This is an optimization exercise on Yosys and OpenROAD, whose aim is small area, a short achievable clock period and few clock cycles, not a production implementation.
At most, simulation tests tie the RTL to the original design; equivalence was not proved.

==> flow/design.v <==
module gcd3_top #(parameter N = 2) (
    input  wire        clk,
    input  wire        reset,
    input  wire        start,
    input  wire [15:0] A,
    input  wire [15:0] B,
    input  wire [15:0] C,
    output wire        valid,
    output wire [15:0] D
);
    localparam IDLE = 3'd0, P0 = 3'd1, P1 = 3'd2, P2 = 3'd3, SHL = 3'd4;
    reg [2:0]  state;
    reg [16:0] a, b;
    reg [4:0]  al, bl;
    reg [3:0]  cnt;
    wire [15:0] x    = A | B | C;
    wire        zero = ~|A | ~|B | ~|C;
    reg  [3:0]  kx;
    integer i;
    always @(*) begin
        kx = 4'd0;
        for (i = 15; i >= 0; i = i - 1)
            if (x[i]) kx = i;
    end
    wire [16:0] axb  = a ^ b;
    wire        odd2 = a[0] & b[0];
    wire        tz   = odd2 & ((~|axb[16:1]) | (&axb[16:1]));     
    wire        a1   = a[0] & ((~|a[16:1]) | (&a[16:1]));         
    wire        b1   = b[0] & ((~|b[16:1]) | (&b[16:1]));         
    wire        c0   = (cnt == 4'd0);
    wire        run  = (state == P1) | (state == P2);
    wire        sub  = ~(a[1] ^ b[1]);
    wire [17:0] t    = {a[16], a} + ({b[16], b} ^ {18{sub}}) + {17'd0, sub};
    wire        swap = (al >= bl);
    wire [4:0]  mx   = swap ? al : bl;
    reg  [16:0] u;
    reg  [1:0]  usel;    
    always @(*) begin
        if (state == IDLE)                        usel = 2'd2;
        else if (state == P0 & b[0])              usel = 2'd2;
        else if (state == P1 & tz & ~a1 & ~b1)    usel = 2'd2;
        else if (~b[0])                           usel = 2'd1;
        else                                      usel = 2'd0;
        case (usel)
            2'd0:    u = {t[17], t[17:2]};
            2'd1:    u = b;
            default: u = {1'b0, (state == IDLE) ? A : (state == P0) ? B : C};
        endcase
    end
    reg [16:0] su;
    reg [3:0]  ss;
    reg        stop;
    integer j;
    always @(*) begin
        su = u; ss = 4'd0; stop = 1'b0;
        for (j = 0; j < N; j = j + 1)
            if (!stop && !su[0]) begin su = {su[16], su[16:1]}; ss = ss + 4'd1; end
            else stop = 1'b1;
    end
    wire [16:0] abs_a = {a[16:1] ^ {16{a[16]}}, a[0]};
    assign valid = c0 & ((state == SHL) | ((state == P2) & (tz | a1)) | ((state == P1) & a1));
    assign D     = abs_a[15:0];
    always @(posedge clk) begin
        if (reset) begin
            state <= IDLE;
        end else begin
            case (state)
                IDLE: if (start) begin
                    if (zero) begin
                        a     <= 17'd0;
                        cnt   <= 4'd0;
                        state <= SHL;
                    end else begin
                        b     <= su;
                        bl    <= 5'd16 - {1'b0, ss};
                        cnt   <= kx;
                        state <= P0;
                    end
                end
                P0: begin
                    if (b[0]) begin
                        a     <= b;
                        al    <= bl;
                        bl    <= 5'd16 - {1'b0, ss};
                        state <= P1;
                    end else begin
                        bl    <= bl - {1'b0, ss};
                    end
                    b <= su;
                end
                SHL: begin
                    if (c0) state <= IDLE;
                    else begin
                        a   <= {a[15:0], 1'b0};
                        cnt <= cnt - 4'd1;
                    end
                end
                default: begin  
                    if ((state == P1) & tz & ~a1 & ~b1) begin
                        b     <= su;
                        bl    <= 5'd16 - {1'b0, ss};
                        state <= P2;
                    end else if (a1 | b1 | tz) begin
                        if (c0 & ~(b1 & ~a1)) state <= IDLE;
                        else begin
                            state <= SHL;
                            if (c0) a <= 17'd1;
                            else begin
                                a   <= (b1 & ~a1) ? 17'd2 : {abs_a[15:0], 1'b0};
                                cnt <= cnt - 4'd1;
                            end
                        end
                    end else if (!b[0]) begin
                        b  <= su;
                        bl <= bl - {1'b0, ss};
                    end else begin
                        if (swap) begin
                            a  <= b;
                            al <= bl;
                        end
                        b  <= su;
                        bl <= mx - 5'd1 - {1'b0, ss};
                    end
                end
            endcase
        end
    end
endmodule
Settings: LEC_CHECK=0, CAP_MARGIN=20, CORE_MARGIN=2, CORE_UTILIZATION=40, SLEW_MARGIN=20; clock period 3.5 ns.
run.sh (not shown) runs the stock make flow with config.mk's settings and CLKGATE_MAP_FILE= SYNTH_SCRIPT=/design/flow/synth_recipe.tcl, a recipe that flattens the netlist after the stock synthesis.
The starting point finished but failed the layout checks on setup timing.
Change:
--- a/flow/design.v
+++ b/flow/design.v
@@ -1,7 +1,7 @@
-module gcd3_top #(parameter N = 2) (
+module gcd3_top #(parameter N = 3) (
     input  wire        clk,
     input  wire        reset,
     input  wire        start,
     input  wire [15:0] A,
     input  wire [15:0] B,
     input  wire [15:0] C,
The changed run produced a layout that fails on setup timing.
Die area increases by 2.9%.
Clock-buffer cell count increases by 1.
Wire length decreases by 4.8%.
Worst hold slack improved by 0.0093 ns.
No run of this note included a check of the RTL's function; only the layout flow was run.

========
== epsilon ==
Another version of the RTL of gcd3_top (not shown whole).
Size: about 680 cells after synthesis, roughly 41 flip-flops, ~68 I/O pins.
==> module gcd3_top, before the edit <==
module gcd3_top (
    input  wire        clk,
    input  wire        reset,
    input  wire        start,
    input  wire [15:0] A,
    input  wire [15:0] B,
    input  wire [15:0] C,
    output wire        valid,
    output wire [15:0] D
);
    localparam IDLE = 3'd0, P0 = 3'd1, P1 = 3'd2, P2 = 3'd3, SHL = 3'd4;
    reg [2:0]  state;
    reg [16:0] a, b;
    reg [3:0]  cnt;
    wire [15:0] x    = A | B | C;
    wire        zero = ~|A | ~|B | ~|C;
    reg  [3:0]  kx;
    integer i;
    always @(*) begin
        kx = 4'd0;
        for (i = 15; i >= 0; i = i - 1)
            if (x[i]) kx = i;
    end
    wire        idle = (state == IDLE);
    wire        p0   = (state == P0);
    wire        p1   = (state == P1);
    wire        p2   = (state == P2);
    wire        shl  = (state == SHL);
    wire [16:0] axb  = a ^ b;
    wire        tz   = a[0] & b[0] & ((~|axb[16:1]) | (&axb[16:1]));    
    wire        a1   = a[0] & ((~|a[16:1]) | (&a[16:1]));                
    wire        c0   = (cnt == 4'd0);
    wire [17:0] t    = {a[16], a} + {b[16], b};
    wire [15:0] t4   = t[17:2];
    wire [16:0] st   = t4[0] ? {t4[15], t4}
                     : t4[1] ? {{2{t4[15]}}, t4[15:1]}
                     : t4[2] ? {{3{t4[15]}}, t4[15:2]}
                     :         {{4{t4[15]}}, t4[15:3]};
    wire [14:0] ma   = a[15:1] ^ {15{a[16]}};
    wire [14:0] mb   = b[15:1] ^ {15{b[16]}};
    wire        swap = (ma >= mb);
    wire load_p1 = p0 & b[0];
    wire load_p2 = p1 & tz & ~a1;
    wire done    = (p1 & a1) | (p2 & (tz | a1));
    wire step    = (p1 | p2) & b[0] & ~tz & ~a1;
    wire [16:0] w    = ({17{idle}}    & {1'b0, A})
                     | ({17{load_p1}} & {1'b0, B})
                     | ({17{load_p2}} & {1'b0, C})
                     | ({17{~idle & ~load_p1 & ~load_p2}} & b);
    wire [16:0] sw   = w[0] ? w
                     : w[1] ? {w[16], w[16:1]}
                     : w[2] ? {{2{w[16]}}, w[16:2]}
                     :        {{3{w[16]}}, w[16:3]};
    wire [16:0] abs_a = {a[16:1] ^ {16{a[16]}}, a[0]};
    wire        a_b   = load_p1 | (step & swap);
    wire        an1   = a_b ? b[1] : a[1];
    wire        neg_t = st[0] & ~(st[1] ^ an1);
    wire        neg_w = ~idle & sw[0] & ~(sw[1] ^ an1);
    always @(posedge clk)
        b <= step ? {st[16:1] ^ {16{neg_t}}, st[0]} : {sw[16:1] ^ {16{neg_w}}, sw[0]};
    wire        a_shl = (done & ~c0) | (shl & ~c0);
    always @(posedge clk)
        a <= ({17{a_b}} & b) | ({17{a_shl}} & {abs_a[15:0], 1'b0})
           | ({17{~a_b & ~a_shl & ~(idle & start & zero)}} & a);
    assign valid = c0 & (shl | done);
    assign D     = abs_a[15:0];
    always @(posedge clk) begin
        if (reset) begin
            state <= IDLE;
        end else begin
            case (state)
                IDLE: if (start) begin
                    cnt   <= zero ? 4'd0 : kx;
                    state <= zero ? SHL : P0;
                end
                P0: if (b[0]) state <= P1;
                SHL: begin
                    if (c0) state <= IDLE;
                    else cnt <= cnt - 4'd1;
                end
                default: begin  
                    if (load_p2) state <= P2;
                    else if (done) begin
                        if (c0) state <= IDLE;
                        else begin
                            state <= SHL;
                            cnt   <= cnt - 4'd1;
                        end
                    end
                end
            endcase
        end
    end
endmodule
export LEC_CHECK = 0
export CAP_MARGIN = 20
export CORE_MARGIN = 2
export CORE_UTILIZATION = 40
export SLEW_MARGIN = 20
create_clock -name core_clock -period 3.5 [get_ports {clk}]
standard.sh (not shown) runs the stock make flow with config.mk's settings and CLKGATE_MAP_FILE= SYNTH_SCRIPT=/design/flow/synth_recipe.tcl, a recipe that flattens the netlist after the stock synthesis.
==> flow/flow/run.sh <==
#!/bin/bash
set -euo pipefail
export BUFFER_PORTS_ARGS="-buffer_cell sky130_fd_sc_hd__buf_2"
bash standard.sh > standard_make.log 2>&1
Inputs modified between epsilon and delta:
--- a/flow/design.v
+++ b/flow/design.v
@@ -30,35 +30,28 @@
     wire        tz   = a[0] & b[0] & ((~|axb[16:1]) | (&axb[16:1]));    
     wire        a1   = a[0] & ((~|a[16:1]) | (&a[16:1]));                
     wire        c0   = (cnt == 4'd0);
     wire [17:0] t    = {a[16], a} + {b[16], b};
-    wire [15:0] t4   = t[17:2];
-    wire [16:0] st   = t4[0] ? {t4[15], t4}
-                     : t4[1] ? {{2{t4[15]}}, t4[15:1]}
-                     : t4[2] ? {{3{t4[15]}}, t4[15:2]}
-                     :         {{4{t4[15]}}, t4[15:3]};
     wire [14:0] ma   = a[15:1] ^ {15{a[16]}};
     wire [14:0] mb   = b[15:1] ^ {15{b[16]}};
     wire        swap = (ma >= mb);
     wire load_p1 = p0 & b[0];
     wire load_p2 = p1 & tz & ~a1;
     wire done    = (p1 & a1) | (p2 & (tz | a1));
     wire step    = (p1 | p2) & b[0] & ~tz & ~a1;
-    wire [16:0] w    = ({17{idle}}    & {1'b0, A})
+    wire [16:0] w    = ({17{step}}    & {t[17], t[17:2]})
+                     | ({17{idle}}    & {1'b0, A})
                      | ({17{load_p1}} & {1'b0, B})
                      | ({17{load_p2}} & {1'b0, C})
-                     | ({17{~idle & ~load_p1 & ~load_p2}} & b);
-    wire [16:0] sw   = w[0] ? w
-                     : w[1] ? {w[16], w[16:1]}
-                     : w[2] ? {{2{w[16]}}, w[16:2]}
-                     :        {{3{w[16]}}, w[16:3]};
+                     | ({17{~step & ~idle & ~load_p1 & ~load_p2}} & b);
+    wire        s2   = ~w[0] & ~w[1];
+    wire [16:0] w2   = s2 ? {{2{w[16]}}, w[16:2]} : w;
+    wire [16:0] sw   = w2[0] ? w2 : {w2[16], w2[16:1]};
     wire [16:0] abs_a = {a[16:1] ^ {16{a[16]}}, a[0]};
     wire        a_b   = load_p1 | (step & swap);
     wire        an1   = a_b ? b[1] : a[1];
-    wire        neg_t = st[0] & ~(st[1] ^ an1);
-    wire        neg_w = ~idle & sw[0] & ~(sw[1] ^ an1);
-    always @(posedge clk)
-        b <= step ? {st[16:1] ^ {16{neg_t}}, st[0]} : {sw[16:1] ^ {16{neg_w}}, sw[0]};
+    wire        neg   = ~idle & sw[0] & ~(sw[1] ^ an1);
+    always @(posedge clk) b <= {sw[16:1] ^ {16{neg}}, sw[0]};
     wire        a_shl = (done & ~c0) | (shl & ~c0);
     always @(posedge clk)
         a <= ({17{a_b}} & b) | ({17{a_shl}} & {abs_a[15:0], 1'b0})
            | ({17{~a_b & ~a_shl & ~(idle & start & zero)}} & a);
Results
Diff epsilon -> delta | layout-stage area growth over the synthesis result | decrease of 1.3 points
The final hold slack of delta is lower than that of epsilon.
Number of maximum-capacitance constraint violations came out exactly the same in delta and epsilon.
Looking at detailed route wirelength on metal3, delta sits 26% lower than epsilon does.
What epsilon reported for layout net count has to be multiplied by 0.883 to get the figure for delta.
delta has placed instance count below what epsilon had.
After synthesis and placement, the instance count of delta is below that of epsilon.
Routed wire length shrinks by more than 10% when moving from epsilon to delta.
No run of this note included a check of the RTL's function; only the layout flow was run.

========
run C:
Another version of the RTL of gcd3_top (not shown whole).
Size in the first run: ~39 flip-flops, roughly 68 I/O pins, ~0.0042 mm2 of cells after synthesis.
==> module gcd3_top, before the edit <==
module gcd3_top (
    input  wire        clk,
    input  wire        reset,
    input  wire        start,
    input  wire [15:0] A,
    input  wire [15:0] B,
    input  wire [15:0] C,
    output wire        valid,
    output wire [15:0] D
);
    localparam IDLE = 3'd0, P0 = 3'd1, P1 = 3'd2, P2 = 3'd3, SHL = 3'd4, ZERO = 3'd5;
    reg [2:0]  state;
    reg [15:0] a;
    reg [16:0] b;
    reg        nb;       
    reg        a1;       
    reg        k0;       
    wire [15:0] x    = A | B | C;
    wire        zero = ~|A | ~|B | ~|C;
    wire        idle = (state == IDLE);
    wire        p0   = (state == P0);
    wire        p1   = (state == P1);
    wire        p2   = (state == P2);
    wire        shl  = (state == SHL);
    wire        zst  = (state == ZERO);      
    wire [15:0] mb   = {b[15:1] ^ {15{b[16]}}, b[0]};
    wire        tz   = a[0] & b[0] & ((a[15:1] ^ b[15:1]) == {15{b[16]}});   
    wire        b1   = b[0] & ((b[15:1] ^ {15{b[16]}}) == 15'd0);    
    wire        swap = (a[15:1] >= mb[15:1]);                               
    wire [16:0] bn   = {b[16:1] ^ {16{nb}}, b[0]};         
    wire [17:0] t    = {2'b00, a} + {bn[16], bn};
    wire load_p1 = p0 & b[0];
    wire load_p2 = p1 & tz & ~a1;
    wire done    = (p1 & a1) | (p2 & (tz | a1));
    wire step    = (p1 | p2) & b[0] & ~tz & ~a1;
    wire        odd  = (p1 | p2) & b[0] & ~a1;
    wire        shx  = done & ~k0;
    wire        sh1  = shl | shx;
    wire [16:0] w    = ({17{odd}}                           & {t[17], t[17:2]})
                     | ({17{idle & ~A[0]}}                  & {1'b0, A})
                     | ({17{load_p1 | idle & A[0]}}         & {1'b0, B})
                     | ({17{load_p2}}                       & {1'b0, C})
                     | ({17{shx}}                           & {1'b0, x})
                     | ({17{~idle & ~b[0] & ~shx}}          & b);
    wire        s2   = ~w[0] & ~w[1] & ~sh1;
    wire [16:0] w2   = s2 ? {{2{w[16]}}, w[16:2]} : w;
    wire [16:0] sw   = w2[0] ? w2 : {w2[16], w2[16:1]};
    wire        a_b   = load_p1 | (step & swap);
    wire        an1   = idle ? A[1] : (load_p1 | (odd & swap)) ? mb[1] : a[1];
    wire        neg   = (~idle | A[0]) & sw[0] & ~(sw[1] ^ an1);
    always @(posedge clk) begin
        b  <= sw;
        nb <= neg;
    end
    wire        a_shl = shx | (shl & ~b[0]);
    wire        a_in  = idle & start & A[0] & ~zero;
    always @(posedge clk)
        a <= ({16{a_b}} & mb) | ({16{a_shl}} & {a[14:0], 1'b0}) | ({16{a_in}} & A)
           | ({16{~a_b & ~a_shl & ~(idle & start)}} & a);
    always @(posedge clk)
        a1 <= (a_b & b1) | (a_in & (A == 16'd1)) | (~a_b & ~a_shl & ~(idle & start) & a1);
    assign valid = (shl & b[0]) | (done & k0) | zst;
    assign D     = a;
    always @(posedge clk) begin
        if (reset) begin
            state <= IDLE;
        end else begin
            case (state)
                IDLE: if (start) begin
                    state <= zero ? ZERO : A[0] ? P1 : P0;
                    k0    <= x[0];
                end
                ZERO: state <= IDLE;
                P0:   if (b[0]) state <= P1;
                SHL:  if (b[0]) state <= IDLE;
                default: begin  
                    if (load_p2) state <= P2;
                    else if (done) state <= k0 ? IDLE : SHL;
                end
            endcase
        end
    end
endmodule
Settings: LEC_CHECK=0, CAP_MARGIN=20, CORE_MARGIN=2, CORE_UTILIZATION=40, SLEW_MARGIN=20; clock period 3.5 ns.
==> flow/flow/run.sh <==
#!/bin/bash
set -euo pipefail
export BUFFER_PORTS_ARGS="-buffer_cell sky130_fd_sc_hd__buf_1"
bash standard.sh > standard_make.log 2>&1
Testbench counts of run C, summed over its fixed seeds: cycles 2,454.
Input-level comparison between run B and run C:
diff --git a/flow/design.v b/flow/design.v
--- a/flow/design.v
+++ b/flow/design.v
@@ -13,11 +13,10 @@
     reg [15:0] a;
     reg [16:0] b;
     reg        nb;       
     reg        a1;       
     reg        k0;       
-    wire [15:0] x    = A | B | C;
     wire        zero = ~|A | ~|B | ~|C;
     wire        idle = (state == IDLE);
     wire        p0   = (state == P0);
     wire        p1   = (state == P1);
     wire        p2   = (state == P2);
@@ -35,14 +34,13 @@
     wire step    = (p1 | p2) & b[0] & ~tz & ~a1;
     wire        odd  = (p1 | p2) & b[0] & ~a1;
     wire        shx  = done & ~k0;
     wire        sh1  = shl | shx;
     wire [16:0] w    = ({17{odd}}                           & {t[17], t[17:2]})
-                     | ({17{idle & ~A[0]}}                  & {1'b0, A})
-                     | ({17{load_p1 | idle & A[0]}}         & {1'b0, B})
-                     | ({17{load_p2}}                       & {1'b0, C})
-                     | ({17{shx}}                           & {1'b0, x})
+                     | ({17{idle & ~A[0] | shx}}            & {1'b0, A})
+                     | ({17{load_p1 | idle & A[0] | shx}}   & {1'b0, B})
+                     | ({17{load_p2 | shx}}                 & {1'b0, C})
                      | ({17{~idle & ~b[0] & ~shx}}          & b);
     wire        s2   = ~w[0] & ~w[1] & ~sh1;
     wire [16:0] w2   = s2 ? {{2{w[16]}}, w[16:2]} : w;
     wire [16:0] sw   = w2[0] ? w2 : {w2[16], w2[16:1]};
     wire        a_b   = load_p1 | (step & swap);
@@ -56,21 +54,21 @@
     wire        a_in  = idle & start & A[0] & ~zero;
     always @(posedge clk)
         a <= ({16{a_b}} & mb) | ({16{a_shl}} & {a[14:0], 1'b0}) | ({16{a_in}} & A)
            | ({16{~a_b & ~a_shl & ~(idle & start)}} & a);
     always @(posedge clk)
-        a1 <= (a_b & b1) | (a_in & (A == 16'd1)) | (~a_b & ~a_shl & ~(idle & start) & a1);
+        a1 <= (a_b & b1) | (~a_b & ~a_shl & ~(idle & start) & a1);
     assign valid = (shl & b[0]) | (done & k0) | zst;
     assign D     = a;
     always @(posedge clk) begin
         if (reset) begin
             state <= IDLE;
         end else begin
             case (state)
                 IDLE: if (start) begin
                     state <= zero ? ZERO : A[0] ? P1 : P0;
-                    k0    <= x[0];
+                    k0    <= A[0] | B[0] | C[0];
                 end
                 ZERO: state <= IDLE;
                 P0:   if (b[0]) state <= P1;
                 SHL:  if (b[0]) state <= IDLE;
                 default: begin  
Results
Between run B and run C, the die area is lower for run C. Total wire length after detailed routing up 4.8% in run B wrt run C. On share of the clock period used by the worst path, run B and run C are neck and neck. Going from run C to run B, number of fill cells shrinks by 29. Result for run B and run C: all clean. In the reports for run B and run C, the larger length of routed met2 wiring belongs to run C. Delta (run B minus run C): via count climbed 46, number of clock-tree buffers in the layout increased 2.
No functional check of the RTL was part of run B.

separate check: timing with driven ports:
The flow's constraints put no driver on any port. The routed layouts listed below were extracted and timed again, unchanged, in two steps. Step 1, drivers: a clkbuf_16 drives clk and a buf_2 each remaining input, both assumed. Step 2 times the ports against the registers' clock, not the clock port: input delays grow and output delays shrink by t, the midpoint of the rising clock arrivals with the driver on. Slacks: no drivers / after step 1 / after step 2; pairs: no drivers / after step 1.
run | t, ns | slack for setup (ns) | worst hold slack (ns)
the first run of note 1 | 0.354 | -0.437 / -0.437 / -0.657 | 0.453 / 0.453 / 0.453
the second run of note 1 | 0.347 | -0.434 / -0.434 / -0.434 | 0.463 / 0.463 / 0.463
epsilon | 0.329 | 0.102 / 0.102 / 0.102 | 0.506 / 0.506 / 0.506
delta | 0.339 | 0.110 / 0.110 / 0.110 | 0.500 / 0.500 / 0.500
run C | 0.341 | 0.147 / 0.112 / 0.282 | 0.557 / 0.557 / 0.557
run B | 0.346 | 0.142 / 0.106 / 0.258 | 0.531 / 0.531 / 0.531
For the first run of note 1, which loses most, drivers alone change the setup slack by 0.000 ns; drivers and shift together by -0.220 ns.
